From an optimization exercise on the open Yosys and OpenROAD flow, aimed at small area, a short achievable clock period and few clock cycles per item; shortcuts taken in it are not production practice.
In this exercise RTL edits were held to simulation tests only and were not proved equivalent to the original.
Power figures rest on the tool's default switching activity, not on a simulated workload.

**flow/constraint.sdc**
```tcl
create_clock -name core_clock -period 10.0 [get_ports {clk}]
set_input_delay 2.0000 -clock core_clock [delete_from_list [all_inputs] [get_ports {clk}]]
set_output_delay 2.0000 -clock core_clock [all_outputs]
set_load 0.01 [all_outputs]
```
**flow/design.v**
```verilog
`timescale 1ns / 1ps
module montgomery(
  input           clk,
  input           resetn,
  input           start,
  input  [380:0]  in_a,
  input  [380:0]  in_b,
  input  [380:0]  in_m,
  input           out_read,
  output [380:0]  result,
  output reg      done
);
  localparam W = 386;    
  reg  [383:0] S;        
  reg  [383:0] C;        
  reg          corr;     
  reg        m_it;       
  reg        m_rs;       
  reg        first;      
  reg        safe;       
  reg  [7:0] cnt;        
  reg        d_one, d_two, d_neg;        
  reg        q_one, q_two, q_neg;        
  reg        k_one, y_neg;               
  reg        n_hi, n_lo, cur_hi;         
  reg  [2:0]   b_lo;
  reg  [3:0]   m_lo;
  reg  [4:0]   m_hi;
  wire [W-1:0] Bx = {{(W-381){1'b0}}, in_b[380:3], b_lo};
  wire [W-1:0] Mx = {{(W-381){1'b0}}, in_m[380:4], m_lo};
  wire [1:0]   u     = S[383:382] + C[383:382];
  wire [W-1:0] S_ext = {{(W-383){u[1]}}, u[0], S[381:0]};
  wire [W-1:0] C_ext = {{(W-382){1'b0}}, C[381:0]};
  wire [W-1:0] S_in = m_it ? S_ext : m_rs ? {S_ext[W-3:0], 2'b00} : {W{1'b0}};
  wire [W-1:0] C_in = m_it ? C_ext : m_rs ? {C_ext[W-3:0], 2'b00} : {W{1'b0}};
  wire [W-1:0] Zoc = (({W{d_one}} & Bx) | ({W{d_two}} & {Bx[W-2:0], 1'b0})) ^ {W{d_neg}};
  wire [W-1:0] X;
  assign X[0]       = corr & m_it;
  assign X[1]       = Zoc[0];
  assign X[2]       = Zoc[1] | (corr & m_rs);
  assign X[W-1:3]   = Zoc[W-2:2];
  wire [W-1:0] Ysel = ({W{q_one}} & Mx) | ({W{q_two}} & {Mx[W-2:0], 1'b0})
                    | ({W{k_one}} & {Mx[W-3:0], 2'b00});
  wire [W-1:0] Y;
  assign Y[0]     = q_one;
  assign Y[1]     = Ysel[1] ^ q_neg;
  assign Y[2]     = (Ysel[2] & ~k_one) ^ q_neg | k_one;
  assign Y[W-1:3] = Ysel[W-1:3] ^ {(W-3){y_neg}};
  wire [W-1:0] sum1 = S_in ^ C_in ^ X;
  wire [W-1:0] cy1  = {(S_in[W-2:0] & C_in[W-2:0]) | (S_in[W-2:0] & X[W-2:0]) | (C_in[W-2:0] & X[W-2:0]), d_neg};
  wire [W-1:0] P    = sum1 ^ cy1 ^ Y;
  wire [W-1:0] Q    = {(sum1[W-2:0] & cy1[W-2:0]) | (sum1[W-2:0] & Y[W-2:0]) | (cy1[W-2:0] & Y[W-2:0]), d_neg};
  wire [383:0] S_next = P[W-1:2];
  wire [383:0] C_next = Q[W-1:2];
  wire         corr_next = P[1] | P[0];
  wire         cz     = ~|C[381:0];
  wire         sgn    = u[1];
  wire last = (cnt == 8'd192);
  wire go   = ~m_it & ~m_rs & start;
  function [2:0] booth(input hi, input lo, input pr);
    begin
      booth[0] = lo ^ pr;                            
      booth[1] = (hi & ~lo & ~pr) | (~hi & lo & pr);  
      booth[2] = hi & ~(lo & pr);                     
    end
  endfunction
  wire [2:0] nd = m_it ? booth(n_hi, n_lo, cur_hi) : booth(in_a[1], in_a[0], 1'b0);
  wire [511:0] ax = {131'b0, in_a};
  wire [7:0]   cnt_next = go ? 8'd2 : cnt + 8'd1;
  wire [3:0]   o_next   = m_it ? cnt[3:0] + 4'd1 : 4'd2;
  reg  [11:0]  g_hi, g_lo;
  integer gi;
  always @(posedge clk) begin
    for (gi = 0; gi < 12; gi = gi + 1) begin
      g_hi[gi] <= ax[{gi[3:0], o_next, 1'b1}];
      g_lo[gi] <= ax[{gi[3:0], o_next, 1'b0}];
    end
  end
  wire a_hi = g_hi[cnt[7:4]];
  wire a_lo = g_lo[cnt[7:4]];
  wire [1:0] t0;
  assign t0[0] = P[2] ^ Q[2] ^ corr_next;
  assign t0[1] = ((P[2] & Q[2]) | (P[2] & corr_next) | (Q[2] & corr_next))
               ^ P[3] ^ Q[3] ^ (nd[0] & b_lo[0]);
  wire [1:0] qq = m_it ? {t0[1] ^ (t0[0] & ~m_lo[1]), t0[0]}
                       : {in_a[0] & in_b[0], 1'b0};
  wire [8:0] vh   = {1'b0, ~S_ext[383], S_ext[382:376]} + {3'd0, C[381:376]} + 9'd1;
  wire conf   = m_hi[4];
  wire est_hi = conf & (vh >= {4'd4, m_hi});             
  wire est_lo = conf & (vh <= 9'd127);                     
  wire to_it = go | (m_it & ~last);
  always @(posedge clk) begin
    S    <= S_next;
    C    <= C_next;
    corr <= corr_next;
    n_hi   <= m_it ? a_hi : in_a[3];
    n_lo   <= m_it ? a_lo : in_a[2];
    cur_hi <= m_it ? n_hi : in_a[1];
    if (~m_it & ~m_rs) begin
      b_lo <= in_b[2:0];
      m_lo <= in_m[3:0];
      m_hi <= in_m[380:376];
    end
  end
  always @(posedge clk or negedge resetn) begin
    if (!resetn) begin
      m_it <= 1'b0; m_rs <= 1'b0; first <= 1'b0; safe <= 1'b0; done <= 1'b0;
      cnt <= 8'd0;
      d_one <= 1'b0; d_two <= 1'b0; d_neg <= 1'b0;
      q_one <= 1'b0; q_two <= 1'b0; q_neg <= 1'b0;
      k_one <= 1'b0; y_neg <= 1'b0;
    end else begin
      d_one <= to_it & nd[0];
      d_two <= to_it & nd[1];
      d_neg <= to_it & nd[2];
      q_one <= to_it & qq[0];
      q_two <= to_it & (qq == 2'd2);
      q_neg <= to_it & (qq == 2'd3);
      cnt   <= cnt_next;
      k_one <= 1'b0;
      y_neg <= to_it & (qq == 2'd3);
      if (go) begin
        m_it <= 1'b1;
      end else if (m_it) begin
        if (last) begin
          m_it  <= 1'b0;
          m_rs  <= 1'b1;
          first <= 1'b1;
        end
      end else if (m_rs & ~done) begin
        if (first) begin
          first <= 1'b0;
          safe  <= conf;
          k_one <= est_hi | est_lo;
          y_neg <= est_hi;
        end else if (cz & ~k_one) begin
          if (sgn) begin
            k_one <= 1'b1;
            safe  <= 1'b1;
          end else if (safe) begin
            done  <= 1'b1;
          end else begin
            k_one <= 1'b1;
            y_neg <= 1'b1;
            safe  <= 1'b1;
          end
        end
      end else if (done & out_read) begin
        done <= 1'b0;
        m_rs <= 1'b0;
      end
    end
  end
  assign result = S[380:0];
endmodule
```
**flow/flow/run.sh**
```bash
#!/bin/bash
set -euo pipefail
export BUFFER_PORTS_ARGS="-buffer_cell sky130_fd_sc_hd__buf_1"
export SETUP_SLACK_MARGIN=6.4
bash standard.sh finish > standard_flow.log 2>&1
```
**flow/standard.sh**
```bash
#!/bin/bash
# synth_recipe.tcl (not shown) runs the flow's synth.tcl, then flattens the netlist and writes it again
# the make line also repeats each setting of config.mk as NAME=value (left out here)
make -C /OpenROAD-flow-scripts/flow DESIGN_CONFIG=/design/flow/config.mk WORK_HOME=/design/flow/orfs CLKGATE_MAP_FILE= SYNTH_SCRIPT=/design/flow/synth_recipe.tcl "${@:-finish}"
```
**flow/config.mk**
```make
export PLATFORM = sky130hd
export DESIGN_NAME = montgomery
export DESIGN_NICKNAME = montgomery
export VERILOG_FILES = /design/flow/design.v
export SDC_FILE = /design/flow/constraint.sdc
export NUM_CORES = 8
export LEC_CHECK = 0
export CAP_MARGIN = 20
export CORE_MARGIN = 2
export CORE_UTILIZATION = 30
export CTS_CLUSTER_DIAMETER = 100
export CTS_CLUSTER_SIZE = 20
export SLEW_MARGIN = 20
```
==> results of run 1 <==
==> report_power, final <==
part | internal [W] | switching [W] | total (W)
Clock | 0.00102 | 0.00137 | 0.00238
Sequential | 0.00584 | 0.00251 | 0.00835
Combinational | 0.0103 | 0.0143 | 0.0246
==> timing repair <==
item	CTS	global route
cloned	4	1
endpoints found under the hold margin	0	0
setup endpoints to repair	742	96
gates resized for setup	104	40
buffers inserted	17	2
==> flip-flops by register name (all words and copies together) (netlist names), 3 cells and up <==
register	count
cnt	8
C	384
m_lo	4
g_hi	12
g_lo	12
m_hi	5
S	384
b_lo	3
==> final cells by class <==
type | count | area, µm²
fill | 21370 | 137400
multi-input combinational | 3919 | 40880
sequential | 829 | 16880
timing repair buffer | 1611 | 7000
tap | 2788 | 3488
clock buffer | 59 | 1359
antenna | 109 | 272.8
clock inverter | 12 | 171.4
inverter | 22 | 82.58
==> worst max path at each step <==
stage	from	cells past startpoint	slack [ns]	to
floorplan	m_it$_DFF_PN0_	15	6.56	y_neg$_DFF_PN0_
global placement	m_it$_DFF_PN0_	7	5.40	S[333]$_DFF_P_
detailed placement	m_it$_DFF_PN0_	7	5.27	S[184]$_DFF_P_
CTS	S[176]$_DFF_P_	1	6.40	result[176]
global route	cnt[0]$_DFF_PN0_	8	6.40	g_lo[3]$_DFF_P_
finish	S[103]$_DFF_P_	1	6.37	result[103]
==> cell families (layout without fill, tap and decap cells) <==
kind of cell,after synthesis,in the layout,share of synthesized area [%]
buf+inv,943,1704,8.245
other cells,0,109,0
fa+ha+maj,786,786,24.90
mux,52,52,1.012
compound gates,1742,1742,23.72
flops,829,829,26.83
simple gates,554,555,4.307
xor+xnor,784,784,10.99
==> per-layer routing <==
metal / GRT usage [%] / share of wire, % / up-vias
li1: - / - / 22600
met3: 10.35 / 11 / 842
met2: 47.40 / 44 / 3627
met5: 0 / 0.17 / -
met1: 36.14 / 36 / 28690
met4: 24.03 / 8.9 / 88
==> through the flow <==
| stage | power (W) | std cells | instance area, µm² |
|---|---|---|---|
| after floorplan | 0.02498 | 5690 | 62690 |
| after global placement | 0.03129 | 9145 | 67500 |
| after detailed placement | 0.03231 | 9145 | 67500 |
| after CTS | 0.03529 | 9237 | 69710 |
| after global routing | 0.03859 | 9329 | 70080 |
| final | 0.03538 | 9349 | 70130 |
==> placed cells by master, fill, tap and decap left out, types with 10 or more instances in the layout <==
cell	n
buf_1	1473
dfxtp_1	784
xnor2_1	772
fa_1	769
a22o_1	750
a22oi_1	388
a222oi_1	378
nand2_1	265
diode_2	109
nor4_1	93
a311oi_1	57
clkbuf_16	54
and2_1	50
a211oi_1	49
nand3_1	47
mux2i_1	42
buf_4	35
a31oi_1	34
a21oi_1	34
buf_2	32
nor2_1	27
nand4_1	26
clkbuf_2	21
o21ai_0	19
inv_1	19
buf_12	17
ha_1	16
edfxtp_1	12
buf_8	12
dfxtp_2	10
dfrtp_1	10
buf_6	10
==> flow_summary.json, run 1 <==
{
  "cts_sinks": 829,
  "yosysTopAreaCell": "dfxtp_1",
  "synth.area.top_cells": "dfxtp_1 (25%), fa_1 (25%), xnor2_1 (11%)",
  "drt_iter0_markers": 7627,
  "place_hpwl_um": 279100,
  "tightestPinTransition_ns": 1.227,
  "fin_setup_tns_ns": 0,
  "cp-start-kind": "flop",
  "fin_crit_ns": 3.628,
  "wire_per_inst_um": 36.90,
  "cts_tree": "done",
  "crit_chain": "buf_1",
  "grt_pass1_vias": 55470,
  "setup_slack_ns": 6.372,
  "gp_congestion": 1.060,
  "max_stage_delay_ns": 0.50,
  "ys_types": 62,
  "postSynthCellCount": 5690,
  "io_pins": 1529,
  "area_growth_pct": 11.88,
  "min_from": "n_hi$_DFF_P_",
  "synth.avg_cell_area_um2": 11.02,
  "fin_nets": 8368,
  "crit_path_top_delay_cell": "buf_1",
  "grt_max_degree": 205,
  "p_leak_nw": 24.16,
  "grt_pass1_wl_um": 460100,
  "drt_wl_total_um": 345000,
  "htreeDepth": 2,
  "track_usage_pct": 31.16,
  "clkLatencyLatePin_ns": 0.73,
  "regToRegEndpoint": "S[155]$_DFF_P_",
  "fmax_ghz": 0.2756,
  "yosys.area.top_type_share_pct": 25.42,
  "die-area_um2": 212600,
  "ff2ff_path_depth": 6,
  "final_util_pct": 33.80,
  "syn_area_um2": 62690,
  "vias": 55840,
  "synth-seq-area-share_pct": 26.83,
  "yosysMostFrequentCell": "dfxtp_1",
  "cp_max_fo": 3,
  "yosys_most_used_dff": "dfxtp_1",
  "layout-drive-gt1-share_pct": 4.231,
  "required_ns": 8.00,
  "hold_end": "cur_hi$_DFF_P_",
  "crit_type": "reg2out",
  "async_reset_ff_share_pct": 2.533,
  "dieHeight_um": 461.1,
  "ys_top_cells_by_count": "dfxtp_1 (796), xnor2_1 (773), fa_1 (769)",
  "detail_route.vias_per_cell": 5.973,
  "initial_core_util_pct": 30.21,
  "fp-row-count": 167,
  "drtAntennaViolNets": 0,
  "status": "complete, no violations",
  "max_slew_margin_pct": 17.42,
  "period_share_pct": 36.28,
  "max-cap-violations": 0,
  "drtPass1Iterations": 17,
  "yosysWarnings": 1,
  "die_w_um": 461.1,
  "path_delay_family": "buffers and inverters",
  "worstPathArrival_ns": 1.63,
  "worstHoldPathCells": 2,
  "grt_overflow": 0,
  "slew_viol_final": 0,
  "syn_nets": 7623,
  "cp_num_buf_inv": 1,
  "cts_root_buf": "clkbuf_16",
  "drcViolationCount": 0,
  "core_um2": 207500,
  "antenna_found_initial": 191,
  "finalHoldViolations": 0,
  "ir_worst_vdd_uv": 434.2,
  "r2r_slack_ns": 6.42,
  "r2r-start": "m_it$_DFF_PN0_",
  "setup_violations": 0,
  "powerDensity_nw_per_um2": 504.4,
  "holdCritPathClass": "reg2reg",
  "clkTransAtPathRegs_ns": 0.09,
  "ctsHoldBuffers": 0,
  "dp_worst_setup_slack_ns": 5.271,
  "yosys_register_bits": 829,
  "cp-end-kind": "output port",
  "clock_skew_ns": 0.05373,
  "portBuffers": 1528,
  "clockBufferDepth": 3,
  "synth_edf_count": 12,
  "cts_inserted_buffers": 52,
  "holdWs_ns": 0.5156,
  "rsz0062_at_grt": "false"
}
Testbench counts, summed over its fixed seeds: cycles 38,216, items 192.
==> run 2: changes to the inputs <==
==> flow/flow/run.sh (replaced) <==
#!/bin/bash
set -euo pipefail
export BUFFER_PORTS_ARGS="-buffer_cell sky130_fd_sc_hd__buf_1"
export SETUP_SLACK_MARGIN=6.5
bash standard.sh finish > standard_flow.log 2>&1
==> flow_summary.json, run 2 <==
{
  "io_pins": 1529,
  "required_ns": 10.62,
  "fp-row-count": 167,
  "ys_top_cells_by_count": "dfxtp_1 (796), xnor2_1 (773), fa_1 (769)",
  "die_w_um": 461.1,
  "cts_sinks": 829,
  "initial_core_util_pct": 30.21,
  "track_usage_pct": 31.18,
  "yosys.area.top_type_share_pct": 25.42,
  "reg_top3": "C: 384 flops, S: 384 flops",
  "yosys_register_bits": 829,
  "mostFrequentLayoutCells": "buf_1 (1,404), xnor2_1 (772), dfxtp_1 (770)",
  "rsz0062_at_grt": "false",
  "yosys_most_used_dff": "dfxtp_1",
  "vias": 56310,
  "gp_congestion": 1.060,
  "cp-end-kind": "flop",
  "synth.area.top_cells": "dfxtp_1 (25%), fa_1 (25%), xnor2_1 (11%)",
  "yosysWarnings": 1,
  "max_slew_margin_pct": 14.21,
  "ys_types": 62,
  "async_reset_ff_share_pct": 2.533,
  "cts_inserted_buffers": 52,
  "slew_viol_final": 0,
  "crit_path_top_delay_cell": "nor4_1",
  "ir_worst_vdd_uv": 411.0,
  "portBuffers": 1528,
  "clkTransAtPathRegs_ns": 0.09,
  "p_leak_nw": 24.43,
  "synth_edf_count": 12,
  "clkLatencyLatePin_ns": 0.73,
  "clockBufferDepth": 3,
  "syn_area_um2": 62690,
  "drtPass1Iterations": 15,
  "htreeDepth": 2,
  "cp_max_fo": 3,
  "yosysTopAreaCell": "dfxtp_1",
  "core_um2": 207500,
  "final_util_pct": 33.95,
  "synth.avg_cell_area_um2": 11.02,
  "tightestPinTransition_ns": 1.287,
  "area_growth_pct": 12.36,
  "ff2ff_path_depth": 7,
  "dieHeight_um": 461.1,
  "setup_violations": 0,
  "powerDensity_nw_per_um2": 504.9,
  "period_share_pct": 35.81,
  "drtAntennaViolNets": 0,
  "fin_setup_tns_ns": 0,
  "finalHoldViolations": 0,
  "worstHoldPathCells": 2,
  "crit_type": "reg2reg",
  "status": "complete, no violations",
  "max-cap-violations": 0,
  "yosysMostFrequentCell": "dfxtp_1",
  "n_fill_cell": 21330,
  "layout_commonest_cell": "buf_1",
  "fin_nets": 8375,
  "detail_route.vias_per_cell": 6.019,
  "cts_tree": "done",
  "postSynthCellCount": 5690,
  "cp-start-kind": "flop",
  "die-area_um2": 212600,
  "grt_overflow": 0,
  "place_hpwl_um": 279100,
  "fin_crit_ns": 3.581,
  "grt_max_degree": 205,
  "antenna_found_initial": 184,
  "fmax_ghz": 0.2792,
  "timing.critical_path.mode_cell": "nand4_1",
  "drcViolationCount": 0,
  "drt_iter0_markers": 8163,
  "wire_per_inst_um": 37.00,
  "worstPathArrival_ns": 4.20,
  "crit_chain": "nor4_1, nand4_1, nor4_4, nand4_1, nor3_2, a21oi_1, a211oi_2",
  "holdCritPathClass": "reg2reg",
  "grt_pass1_vias": 55470,
  "drt_wl_total_um": 346100,
  "clock_skew_ns": 0.05538,
  "max_stage_delay_ns": 0.90,
  "syn_nets": 7623,
  "synth-seq-area-share_pct": 26.83,
  "grt_pass1_wl_um": 460400,
  "cts_root_buf": "clkbuf_16",
  "layout-drive-gt1-share_pct": 5.697
}
## run 2: cell counts after synthesis
Identical to the previous run, type by type.
## run 2: where the power goes
part | internal [W] | total (W) | switching, W | leakage, nW
sequential | 0.00585 | 0.00834 | 0.00249 | 7.06
combinational | 0.0105 | 0.0248 | 0.0144 | 16.6
clock | 0.00102 | 0.00238 | 0.00137 | 0.751
total | 0.0173 | 0.0356 | 0.0182 | 24.4
## run 2: logic make-up after synthesis
family                     Yosys count  share of synthesized area [%]
AOI/OAI and AO/OA                 1742                          23.72
xor gates and xnor gates           784                          10.99
adders and majority gates          786                          24.90
buffers and inverters              943                          8.245
DFF                                829                          26.83
muxes                               52                          1.012
and+or+nand+nor                    554                          4.307
## run 2: final timing paths
kind                                startpoint               to  slack, ns
worst min-delay path              n_hi$_DFF_P_   cur_hi$_DFF_P_       0.51
min in group asynchronous               resetn  d_one$_DFF_PN0_       1.27
worst max-delay path            C[248]$_DFF_P_  k_one$_DFF_PN0_       6.42
worst max register to register  C[248]$_DFF_P_  k_one$_DFF_PN0_       6.42
worst min register to register    n_hi$_DFF_P_   cur_hi$_DFF_P_       0.51
max in group asynchronous               resetn  d_neg$_DFF_PN0_       8.21
## run 2: routing by layer
layer  vias up  global-route usage [%]  share of wire, %
met3       856                   9.727                11
met5         -                       0              0.16
met4        84                   23.35               8.8
li1      22610                       -                 -
met1     28920                   36.59                36
met2      3839                   47.70                44
## run 2: critical path, delay by kind of cell, from the launching register on
kind / cells / cell delay (ns)
AO/OA/AOI/OAI: 2 / 0.28
flip-flops: 1 / 0.41
AND/OR/NAND/NOR: 5 / 2.77
## run 2: timing repair
item                                    in CTS  in global routing
setup buffers                               19                  7
pin swaps                                    0                  2
endpoints found under the setup margin     839                172
resized for setup                          221                 28
gates cloned                                 3                  2
hold buffers                                 0                  0
## run 2: per-stage QoR
step / cell area (µm²) / instances / hold slack (ns) / power, W / setup WS [ns]
finish: 70430 / 9356 / 0.5125 / 0.03556 / 6.419
global route: 70360 / 9325 / 0.5402 / 0.03875 / 6.484
CTS: 69910 / 9238 / 0.5138 / 0.03537 / 6.473
detailed placement: 67500 / 9145 / 0.4995 / 0.03231 / 5.271
global placement: 67500 / 9145 / 0.4715 / 0.03129 / 5.396
floorplan: 62690 / 5690 / 0.4449 / 0.02498 / 6.565
## run 2: cell type report
class	count	area [µm²]	share of cell area (%)
multi-input combinational	3919	40910	58.08
antenna	109	272.8	0.3873
inverter	22	82.58	0.1172
tap	2788	3488	4.953
clock inverter	12	171.4	0.2434
timing repair buffer	1618	7252	10.30
sequential	829	16900	23.99
clock buffer	59	1359	1.929
==> run 3: changes to the inputs <==
--- a/flow/config.mk
+++ b/flow/config.mk
@@ -7,7 +7,7 @@
 export LEC_CHECK = 0
 export CAP_MARGIN = 20
 export CORE_MARGIN = 2
-export CORE_UTILIZATION = 30
+export CORE_UTILIZATION = 35
 export CTS_CLUSTER_DIAMETER = 100
 export CTS_CLUSTER_SIZE = 20
 export SLEW_MARGIN = 20
==> flow_summary.json, run 3 <==
{
  "status": "complete, no violations",
  "synth.area.top_cells": "dfxtp_1 (25%), fa_1 (25%), xnor2_1 (11%)",
  "syn_nets": 7623,
  "area_growth_pct": 11.40,
  "antenna_found_initial": 186,
  "drt_wl_total_um": 345400,
  "required_ns": 8.00,
  "track_usage_pct": 36.37,
  "dieHeight_um": 427.2,
  "cp_num_buf_inv": 1,
  "p_seq_share_pct": 23.4,
  "syn_area_um2": 62690,
  "rsz0062_at_grt": "false",
  "yosysTopAreaCell": "dfxtp_1",
  "io_pins": 1529,
  "synth-seq-area-share_pct": 26.83,
  "drt_iter0_markers": 9049,
  "regArea_um2": 16880,
  "drtAntennaViolNets": 0,
  "total_switching_power_w": 0.01829,
  "tightestPinTransition_ns": 1.198,
  "max-cap-violations": 0,
  "holdCritPathClass": "reg2reg",
  "finalHoldViolations": 0,
  "fin_crit_ns": 3.494,
  "cts_inserted_buffers": 52,
  "grt_pass1_wl_um": 460300,
  "crit_path_top_delay_cell": "dfxtp_1",
  "period_share_pct": 34.94,
  "p_leak_nw": 24.45,
  "gp_congestion": 1.081,
  "fp-row-count": 155,
  "clkLatencyLatePin_ns": 0.71,
  "postSynthCellCount": 5690,
  "cts_tree": "done",
  "holdWs_ns": 0.4858,
  "grt_max_degree": 204,
  "yosysWarnings": 1,
  "reg_top3": "C: 384 flops, S: 384 flops",
  "final_util_pct": 39.18,
  "crit_chain": "buf_1",
  "ys_top_cells_by_count": "dfxtp_1 (796), xnor2_1 (773), fa_1 (769)",
  "die-area_um2": 182500,
  "max_stage_delay_ns": 0.40,
  "cp_max_fo": 3,
  "core_um2": 178200,
  "wire_per_inst_um": 38.59,
  "switching_share_pct": 51.44,
  "die_w_um": 427.2,
  "fin_setup_tns_ns": 0,
  "powerDensity_nw_per_um2": 509.1,
  "total_power_w": 0.03556,
  "htreeDepth": 2,
  "synth_edf_count": 12,
  "yosys.area.top_type_share_pct": 25.42,
  "p_int_w": 0.01727,
  "layout_commonest_cell": "buf_1",
  "synth.avg_cell_area_um2": 11.02,
  "n_fill_cell": 17980,
  "ys_types": 62,
  "multi_input_area_um2": 40880,
  "detail_route.vias_per_cell": 6.297,
  "pwr-share-clk_pct": 6.8,
  "clock_skew_ns": 0.07229,
  "cts_root_buf": "clkbuf_16",
  "yosys_register_bits": 829,
  "cp-end-kind": "output port",
  "drtPass1Iterations": 15,
  "place_hpwl_um": 277600,
  "cp-start-kind": "flop",
  "fmax_ghz": 0.2862,
  "slew_viol_final": 0,
  "mostFrequentLayoutCells": "buf_1 (1,396), dfxtp_1 (784), xnor2_1 (773)",
  "worstPathArrival_ns": 1.49,
  "cts_sinks": 829,
  "vias": 56350,
  "path_delay_family": "flip-flops",
  "initial_core_util_pct": 35.17,
  "fin_nets": 8383,
  "clockBufferDepth": 3,
  "grt_overflow": 0,
  "ir_worst_vdd_uv": 234.5,
  "combPwrFrac_pct": 69.8,
  "yosysMostFrequentCell": "dfxtp_1",
  "layout-drive-gt1-share_pct": 5.659,
  "yosys_most_used_dff": "dfxtp_1",
  "async_reset_ff_share_pct": 2.533,
  "grt_pass1_vias": 54570,
  "clkTransAtPathRegs_ns": 0.11,
  "portBuffers": 1528,
  "setup_violations": 0,
  "max_slew_margin_pct": 20.16,
  "drcViolationCount": 0,
  "crit_type": "reg2out"
}
==> run 3: cell types whose count changed in the layout (fill, tap and decap cells not counted), moves of 4 or more <==
| cell | change |
|---|---|
| dfxtp_1 | +14 |
| dfxtp_2 | -13 |
| buf_16 | -5 |
| buf_6 | +7 |
| diode_2 | +17 |
| buf_4 | +31 |
| clkbuf_2 | +6 |
| buf_1 | -8 |
| buf_2 | -19 |
| buf_12 | -4 |
==> run 3: cell type report <==
| class | instances | share of cell area (%) |
|---|---|---|
| Tap cell | 2355 | 4.219 |
| Inverter | 22 | 0.1236 |
| Multi-Input combinational cell | 3921 | 58.54 |
| Clock inverter | 14 | 0.2902 |
| Clock buffer | 58 | 1.926 |
| Sequential cell | 829 | 24.17 |
| Timing Repair Buffer | 1624 | 10.28 |
| Antenna cell | 126 | 0.4515 |
==> run 3: metrics by stage <==
step | instance area, µm² | cells | setup slack, ns
2_1_floorplan | 62690 | 5690 | 6.565
3_3_place_gp | 66950 | 8713 | 5.214
3_5_place_dp | 66950 | 8713 | 5.094
4_1_cts | 69360 | 8814 | 6.491
5_1_grt | 69740 | 8912 | 6.484
6_report | 69840 | 8949 | 6.506
==> run 3: path summary, 6_finish.rpt <==
kind	start	to	slack, ns	cells past startpoint
setup / recovery	S[117]$_DFF_P_	result[117]	6.51	1
hold / removal	n_hi$_DFF_P_	cur_hi$_DFF_P_	0.49	2
setup reg to reg	C[347]$_DFF_P_	done$_DFFE_PN0P_	6.54	7
hold reg to reg	n_hi$_DFF_P_	cur_hi$_DFF_P_	0.49	2
max in group asynchronous	resetn	cnt[0]$_DFF_PN0_	8.06	1
min in group asynchronous	resetn	y_neg$_DFF_PN0_	1.33	1
==> run 3: routing by layer <==
| layer | GRT usage, % | vias up | share of wire, % | wire, µm |
|---|---|---|---|---|
| met5 | 0 | - | 0.14 | 492 |
| met4 | 28.97 | 64 | 9.1 | 31580 |
| met3 | 15.68 | 980 | 13 | 46060 |
| met2 | 54.56 | 3943 | 44 | 152400 |
| met1 | 40.24 | 28730 | 33 | 114900 |
| li1 | - | 22640 | - | - |
==> run 3: cells by family (layout without fill, tap and decap cells) <==
logic type,after synthesis,in the layout,synth area share [%]
and+or+nand+nor,554,557,4.307
xor gates and xnor gates,784,784,10.99
DFF,829,829,26.83
adders and majority gates,786,786,24.90
AOI/OAI and AO/OA,1742,1742,23.72
buffers and inverters,943,1718,8.245
muxes,52,52,1.012
other,0,126,0
==> run 3: repair_timing <==
item                       4_1_cts  5_1_grt
resized for setup              258       32
setup endpoints to repair      905      179
buffers inserted                24        9
pin swaps                        1        1
hold buffers                     0        0
cloned                           5        0
==> run 3: power groups by stage <==
stage	Combinational [W]	Clock [W]	Sequential, W
2_1_floorplan	0.0181	0	0.00684
3_3_place_gp	0.0228	0	0.00845
3_5_place_dp	0.0238	0	0.00844
4_1_cts	0.0247	0.00244	0.00826
5_1_grt	0.0277	0.00254	0.00840
6_report	0.0248	0.00242	0.00834
==> run 4: changes to the inputs <==
==> flow/flow/run.sh (replaced) <==
#!/bin/bash
set -euo pipefail
export BUFFER_PORTS_ARGS="-buffer_cell sky130_fd_sc_hd__buf_1"
export CTS_ARGS="-sink_clustering_enable -repair_clock_nets -sink_clustering_size 20 -sink_clustering_max_diameter 100 -buf_list sky130_fd_sc_hd__buf_12"
export SETUP_SLACK_MARGIN=6.6
bash standard.sh finish > standard_flow.log 2>&1
--- a/flow/config.mk
+++ b/flow/config.mk
@@ -7,7 +7,7 @@
 export LEC_CHECK = 0
 export CAP_MARGIN = 20
 export CORE_MARGIN = 2
-export CORE_UTILIZATION = 35
+export CORE_UTILIZATION = 30
 export CTS_CLUSTER_DIAMETER = 100
 export CTS_CLUSTER_SIZE = 20
 export SLEW_MARGIN = 20
==> flow_summary.json, run 4 <==
{
  "max_slew_margin_pct": 19.65,
  "synth.area.top_cells": "dfxtp_1 (25%), fa_1 (25%), xnor2_1 (11%)",
  "postSynthCellCount": 5690,
  "period_share_pct": 33.97,
  "cp_num_buf_inv": 1,
  "portBuffers": 1528,
  "cts_sinks": 829,
  "powerDensity_nw_per_um2": 511.0,
  "ir_worst_vdd_uv": 356.4,
  "cp_max_fo": 2,
  "vias": 56760,
  "dieHeight_um": 461.1,
  "holdCritPathClass": "reg2reg",
  "async_reset_ff_share_pct": 2.533,
  "max-cap-violations": 0,
  "cts_root_buf": "buf_12",
  "fp-row-count": 167,
  "yosys.area.top_type_share_pct": 25.42,
  "grt_max_degree": 173,
  "drcViolationCount": 0,
  "required_ns": 10.51,
  "tightestPinTransition_ns": 1.205,
  "htreeDepth": 2,
  "clkLatencyLatePin_ns": 0.69,
  "detail_route.vias_per_cell": 6.059,
  "worstPathArrival_ns": 3.90,
  "multi_input_area_um2": 40980,
  "clockBufferDepth": 3,
  "yosysWarnings": 1,
  "cts_inserted_buffers": 54,
  "reg_top3": "C: 384 flops, S: 384 flops",
  "ys_types": 62,
  "syn_area_um2": 62690,
  "drt_iter0_markers": 8790,
  "core_um2": 207500,
  "yosys_register_bits": 829,
  "layout_commonest_cell": "buf_1",
  "synth.avg_cell_area_um2": 11.02,
  "io_pins": 1529,
  "setup_violations": 0,
  "yosys_most_used_dff": "dfxtp_1",
  "mostFrequentLayoutCells": "buf_1 (1,313), xnor2_1 (772), fa_1 (769)",
  "fin_setup_tns_ns": 0,
  "syn_nets": 7623,
  "max_stage_delay_ns": 0.65,
  "ctsHoldBuffers": 0,
  "finalNonFillerCells": 9367,
  "finalHoldViolations": 0,
  "drtAntennaViolNets": 0,
  "grt_pass1_vias": 55260,
  "p_leak_nw": 24.79,
  "initial_core_util_pct": 30.21,
  "clkTransAtPathRegs_ns": 0.09,
  "area_growth_pct": 13.09,
  "placed_cells": 9145,
  "grt_pass1_wl_um": 469500,
  "cp-end-kind": "flop",
  "crit_chain": "buf_1, a22oi_1, xnor2_1, fa_1, fa_1",
  "clock_skew_ns": 0.06297,
  "layout-drive-gt1-share_pct": 8.036,
  "r2r_slack_ns": 6.60,
  "crit_path_top_delay_cell": "fa_1",
  "gp_congestion": 1.071,
  "ys_top_cells_by_count": "dfxtp_1 (796), xnor2_1 (773), fa_1 (769)",
  "timing.critical_path.mode_cell": "fa_1",
  "grt_overflow": 0,
  "crit_type": "in2reg",
  "fmax_ghz": 0.2944,
  "die_w_um": 461.1,
  "n_fill_cell": 21350,
  "fin_nets": 8383,
  "holdWs_ns": 0.4899,
  "place_hpwl_um": 283200,
  "cts_tree": "done",
  "slew_viol_final": 0,
  "track_usage_pct": 31.93,
  "cp-start-kind": "input pin",
  "status": "complete, no violations",
  "synth_edf_count": 12,
  "yosysMostFrequentCell": "dfxtp_1",
  "path_delay_family": "adder cells",
  "rsz0062_at_grt": "true",
  "regArea_um2": 16980,
  "drt_wl_total_um": 357300,
  "synth-seq-area-share_pct": 26.83,
  "die-area_um2": 212600,
  "drtPass1Iterations": 14,
  "antenna_found_initial": 187,
  "yosysTopAreaCell": "dfxtp_1",
  "fin_crit_ns": 3.397,
  "wire_per_inst_um": 38.14
}
run 4: worst paths after layout:
| path | from | depth (start not counted) | endpoint |
|---|---|---|---|
| setup / recovery | in_b[245] | 5 | S[245]$_DFF_P_ |
| hold / removal | n_hi$_DFF_P_ | 2 | cur_hi$_DFF_P_ |
| setup reg to reg | C[209]$_DFF_P_ | 7 | k_one$_DFF_PN0_ |
| hold reg to reg | n_hi$_DFF_P_ | 2 | cur_hi$_DFF_P_ |
| max in group asynchronous | resetn | 1 | cnt[0]$_DFF_PN0_ |
| min in group asynchronous | resetn | 1 | k_one$_DFF_PN0_ |
run 4: stage by stage:
step           cell area (µm²)  setup slack, ns  utilization, %  power, W
2_1_floorplan            62690            6.614               -   0.02498
3_3_place_gp             67550            5.522           32.55   0.03134
3_5_place_dp             67550            5.474           32.56   0.03241
4_1_cts                  70210            6.561           33.84   0.03569
5_1_grt                  70830            6.562           34.14   0.03920
6_report                 70890            6.603           34.17   0.03623
run 4: cell type report:
cell class / count / area share (%)
multi-input cells: 3919 / 57.81
flip-flops and latches: 829 / 23.96
repair buffers: 1624 / 10.92
well taps: 2788 / 4.921
clock buffers: 54 / 1.525
diodes: 108 / 0.3812
clock inverters: 23 / 0.3653
inverters: 22 / 0.1182
run 4: worst min-delay path, cell delays in order, from the launching register on:
cell and delay [ns]:
dfxtp_1 0.33, nand2_1 0.07, nand2_1 0.06
run 4: cell families after synthesis:
family	after synthesis	share of synthesized area, %
AO/OA/AOI/OAI	1742	23.72
XOR/XNOR	784	10.99
adder cells (fa/ha/maj)	786	24.90
buffers and inverters	943	8.245
flip-flops	829	26.83
multiplexers	52	1.012
AND/OR/NAND/NOR	554	4.307
run 4: metal layers:
| metal | GRT usage [%] | routed length [µm] |
|---|---|---|
| met2 | 48.13 | 156000 |
| met3 | 10.22 | 42260 |
| met1 | 37.96 | 128100 |
| met4 | 23.81 | 30480 |
| met5 | 0 | 428 |
run 4: timing repair:
action,in CTS,in global routing
cloned,7,4
buffers inserted,17,9
resized for setup,417,38
pin swaps,2,10
setup endpoints to repair,1020,253
run 4: power by group:
part / switching (W) / internal [W] / leakage, nW / total, W
Clock: 0.00144 / 0.000917 / 0.651 / 0.00236
Sequential: 0.00253 / 0.00589 / 7.06 / 0.00842
Combinational: 0.0147 / 0.0108 / 17.1 / 0.0255
==> run 5: changes to the inputs <==
--- a/flow/design.v
+++ b/flow/design.v
@@ -67,13 +67,12 @@
   wire [2:0] nd = m_it ? booth(n_hi, n_lo, cur_hi) : booth(in_a[1], in_a[0], 1'b0);
   wire [511:0] ax = {131'b0, in_a};
   wire [7:0]   cnt_next = go ? 8'd2 : cnt + 8'd1;
-  wire [3:0]   o_next   = m_it ? cnt[3:0] + 4'd1 : 4'd2;
   reg  [11:0]  g_hi, g_lo;
   integer gi;
   always @(posedge clk) begin
     for (gi = 0; gi < 12; gi = gi + 1) begin
-      g_hi[gi] <= ax[{gi[3:0], o_next, 1'b1}];
-      g_lo[gi] <= ax[{gi[3:0], o_next, 1'b0}];
+      g_hi[gi] <= ax[{gi[3:0], cnt_next[3:0], 1'b1}];
+      g_lo[gi] <= ax[{gi[3:0], cnt_next[3:0], 1'b0}];
     end
   end
   wire a_hi = g_hi[cnt[7:4]];
==> flow/flow/run.sh (replaced) <==
#!/bin/bash
set -euo pipefail
export BUFFER_PORTS_ARGS="-buffer_cell sky130_fd_sc_hd__buf_1"
export POST_GLOBAL_PLACE_TCL="$PWD/flow/move_port_buffers.tcl"
export SETUP_SLACK_MARGIN=6.5
bash standard.sh finish > standard_flow.log 2>&1
==> flow/flow/move_port_buffers.tcl (new file) <==
# After global placement: put each output port buffer on top of the cell
# that drives it, and each input port buffer at the centre of the cells it
# drives, so that the buffer (not a flip-flop, nor the port) drives the long
# wire between the port and the logic.  Detailed placement legalizes them.
set block [ord::get_db_block]
set n_out 0
set n_in 0
foreach bt [$block getBTerms] {
  set net [$bt getNet]
  if {$net == "NULL"} continue
  set io [$bt getIoType]
  foreach it [$net getITerms] {
    set buf [$it getInst]
    if {![string match "*buf*" [[$buf getMaster] getName]]} continue
    # the buffer's other net
    set onet "NULL"
    foreach bit [$buf getITerms] {
      set n2 [$bit getNet]
      if {$n2 != "NULL" && $n2 != $net && [$n2 getSigType] == "SIGNAL"} { set onet $n2 }
    }
    if {$onet == "NULL"} continue
    set sx 0
    set sy 0
    set cnt 0
    foreach oit [$onet getITerms] {
      set c [$oit getInst]
      if {$c == $buf} continue
      if {$io == "OUTPUT" && ![$oit isOutputSignal]} continue
      if {$io == "INPUT" && ![$oit isInputSignal]} continue
      set loc [$c getLocation]
      set sx [expr {$sx + [lindex $loc 0]}]
      set sy [expr {$sy + [lindex $loc 1]}]
      incr cnt
    }
    if {$cnt == 0} continue
    $buf setLocation [expr {$sx / $cnt}] [expr {$sy / $cnt}]
    if {$io == "OUTPUT"} { incr n_out } else { incr n_in }
  }
}
puts "move_port_buffers: moved $n_out output and $n_in input buffers"
==> flow_summary.json, run 5 <==
{
  "slew_viol_final": 0,
  "area_growth_pct": 13.28,
  "powerDensity_nw_per_um2": 459.7,
  "layout-drive-gt1-share_pct": 6.870,
  "synth.area.top_cells": "dfxtp_1 (26%), fa_1 (25%), xnor2_1 (11%)",
  "cts_sinks": 829,
  "drt_iter0_markers": 9316,
  "yosys_register_bits": 829,
  "ctsHoldBuffers": 0,
  "finalHoldViolations": 0,
  "yosys_most_used_dff": "dfxtp_1",
  "cp_max_fo": 94,
  "track_usage_pct": 32.95,
  "clkLatencyLatePin_ns": 0.77,
  "yosysMostFrequentCell": "dfxtp_1",
  "htreeDepth": 2,
  "cp-start-kind": "input pin",
  "setup_slack_ns": 6.400,
  "regArea_um2": 16870,
  "dieHeight_um": 459.5,
  "ir_worst_vdd_uv": 239.9,
  "clock_skew_ns": 0.09204,
  "synth_edf_count": 12,
  "ys_types": 59,
  "grt_pass1_wl_um": 482300,
  "die-area_um2": 211100,
  "cts_tree": "done",
  "drcViolationCount": 0,
  "portBuffers": 1528,
  "drtPass1Iterations": 14,
  "crit_type": "in2reg",
  "fin_crit_ns": 3.600,
  "syn_nets": 7589,
  "cts_root_buf": "clkbuf_16",
  "async_reset_ff_share_pct": 2.533,
  "clockBufferDepth": 3,
  "grt_max_degree": 210,
  "antenna_found_initial": 278,
  "cp-end-kind": "flop",
  "grt_pass1_vias": 55310,
  "initial_core_util_pct": 30.12,
  "yosysTopAreaCell": "dfxtp_1",
  "fp-row-count": 167,
  "setup_violations": 0,
  "max-cap-violations": 0,
  "place_hpwl_um": 291800,
  "drtAntennaViolNets": 0,
  "postSynthCellCount": 5656,
  "period_share_pct": 36.00,
  "die_w_um": 459.5,
  "rsz0062_at_grt": "true",
  "reg_top3": "C: 384 flops, S: 384 flops",
  "fmax_ghz": 0.2778,
  "vias": 56560,
  "dp_worst_setup_slack_ns": 4.529,
  "p_leak_nw": 25.57,
  "max_slew_margin_pct": 18.12,
  "grt_overflow": 0,
  "holdCritPathClass": "reg2reg",
  "n_fill_cell": 21240,
  "tightestPinTransition_ns": 1.217,
  "worstPathArrival_ns": 4.15,
  "io_pins": 1529,
  "layout_commonest_cell": "buf_1",
  "clkTransAtPathRegs_ns": 0.09,
  "synth.avg_cell_area_um2": 11.01,
  "yosys.area.top_type_share_pct": 25.60,
  "cts_inserted_buffers": 53,
  "required_ns": 10.55,
  "fin_setup_tns_ns": 0,
  "final_util_pct": 34.12,
  "fin_nets": 8348,
  "wire_per_inst_um": 38.97,
  "synth-seq-area-share_pct": 27.02,
  "status": "complete, no violations",
  "ys_top_cells_by_count": "dfxtp_1 (796), xnor2_1 (773), fa_1 (769)",
  "yosysWarnings": 1,
  "mostFrequentLayoutCells": "buf_1 (1,307), dfxtp_1 (785), xnor2_1 (773)",
  "detail_route.vias_per_cell": 6.056,
  "multi_input_area_um2": 40410,
  "drt_wl_total_um": 363900,
  "syn_area_um2": 62240,
  "core_um2": 206700
}
run 5: cell types whose count changed in the layout (fill, tap and decap cells not counted), moves of 45 or more:
cell,delta
a211oi_1,-47
and3_1,+45
buf_12,-55
clkbuf_16,+54
dfxtp_1,+56
diode_2,+94
nand2_1,-48
o21ai_0,+53
o221ai_1,+68
run 5: timing repair:
action | 4_1_cts | 5_1_grt
gates resized for setup | 305 | 23
endpoints found under the setup margin | 1001 | 197
pin swaps | 2 | 1
setup buffers | 24 | 13
cloned | 12 | 4
run 5: cell type report:
class	instances	share of cell area (%)
timing repair buffer	1626	10.74
clock inverter	17	0.3620
inverter	28	0.2395
antenna	202	0.7169
sequential	829	23.93
multi-input combinational	3877	57.31
clock buffer	57	1.902
tap	2704	4.798
run 5: path summary, 6_finish.rpt:
kind | cells past startpoint | slack, ns | startpoint | end
min in group asynchronous | 1 | 1.31 | resetn | q_neg$_DFF_PN0_
setup reg to reg | 5 | 6.63 | q_one$_DFF_PN0_ | S[181]$_DFF_P_
hold / removal | 1 | 0.47 | first$_DFFE_PN0P_ | k_one$_DFF_PN0_
max in group asynchronous | 1 | 8.09 | resetn | d_one$_DFF_PN0_
setup / recovery | 9 | 6.40 | start | g_lo[7]$_DFF_P_
hold reg to reg | 1 | 0.47 | first$_DFFE_PN0P_ | k_one$_DFF_PN0_
run 5: per-layer routing:
metal  global-route usage [%]  wire length (µm)
met1                    35.01            118600
met2                    49.86            161300
met3                    13.13             45190
met4                    30.79             38050
met5                        0               777
run 5: logic make-up after synthesis:
| group | share of synthesized area, % |
|---|---|
| AOI/OAI and AO/OA | 24.37 |
| xor gates and xnor gates | 11.04 |
| adders and majority gates | 25.07 |
| buffers and inverters | 8.244 |
| DFF | 27.02 |
| muxes | 0.3015 |
| and+or+nand+nor | 3.946 |
run 5: worst max-delay path: stages:
cell	delay, ns
buf_1	0.08
nor3b_4	0.19
buf_6	0.23
nand2b_4	0.31
clkinv_16	0.22
o221ai_1	0.16
o21ai_0	0.11
o21ai_0	0.58
a21oi_1	0.17
run 5: where the power goes:
part | switching, W | internal, W | total, W
combinational | 0.0133 | 0.00940 | 0.0227
sequential | 0.00175 | 0.00549 | 0.00724
clock | 0.00141 | 0.00102 | 0.00243
run 5: stage by stage:
step	total power (W)	instances	hold slack (ns)	area (µm²)
after floorplan	0.02250	5656	0.4379	62250
after global placement	0.02794	9011	0.4490	66950
after detailed placement	0.02887	9011	0.4619	66970
after CTS	0.03217	9121	0.4746	69690
after global routing	0.03505	9270	0.5026	70340
final	0.03242	9340	0.4721	70510
Testbench counts of run 5, summed over its fixed seeds: cycles 38,216, items 192.

## afterwards: timing with drivers on the ports
How much do the figures lean on ideal ports? The routed layouts below were timed once more, with nothing changed but the port constraints.
Step 1 assumes that a clkbuf_16 drives the clock port and a buf_2 every other input.
Step 2, shift: input delay + t, output delay - t, t = (earliest + latest rising clock arrival at the registers) / 2. This alone moves slack from input paths to output paths.
Slacks: no drivers / after step 1 / after step 2; pairs: no drivers / after step 1.
run | t, ns | setup WS [ns] | worst setup path at the end
run 1 | 0.799 | 6.372 / 6.276 / 5.884 | input to register
run 2 | 0.801 | 6.419 / 6.406 / 5.957 | input to register
run 3 | 0.770 | 6.506 / 6.414 / 5.970 | input to register
run 4 | 0.758 | 6.603 / 6.524 / 5.796 | input to register
run 5 | 0.817 | 6.400 / 6.299 / 5.482 | input to register
After both steps setup and hold are still met in every run listed. For run 5, which loses most, drivers alone change the setup slack by -0.101 ns; drivers and shift together by -0.918 ns.
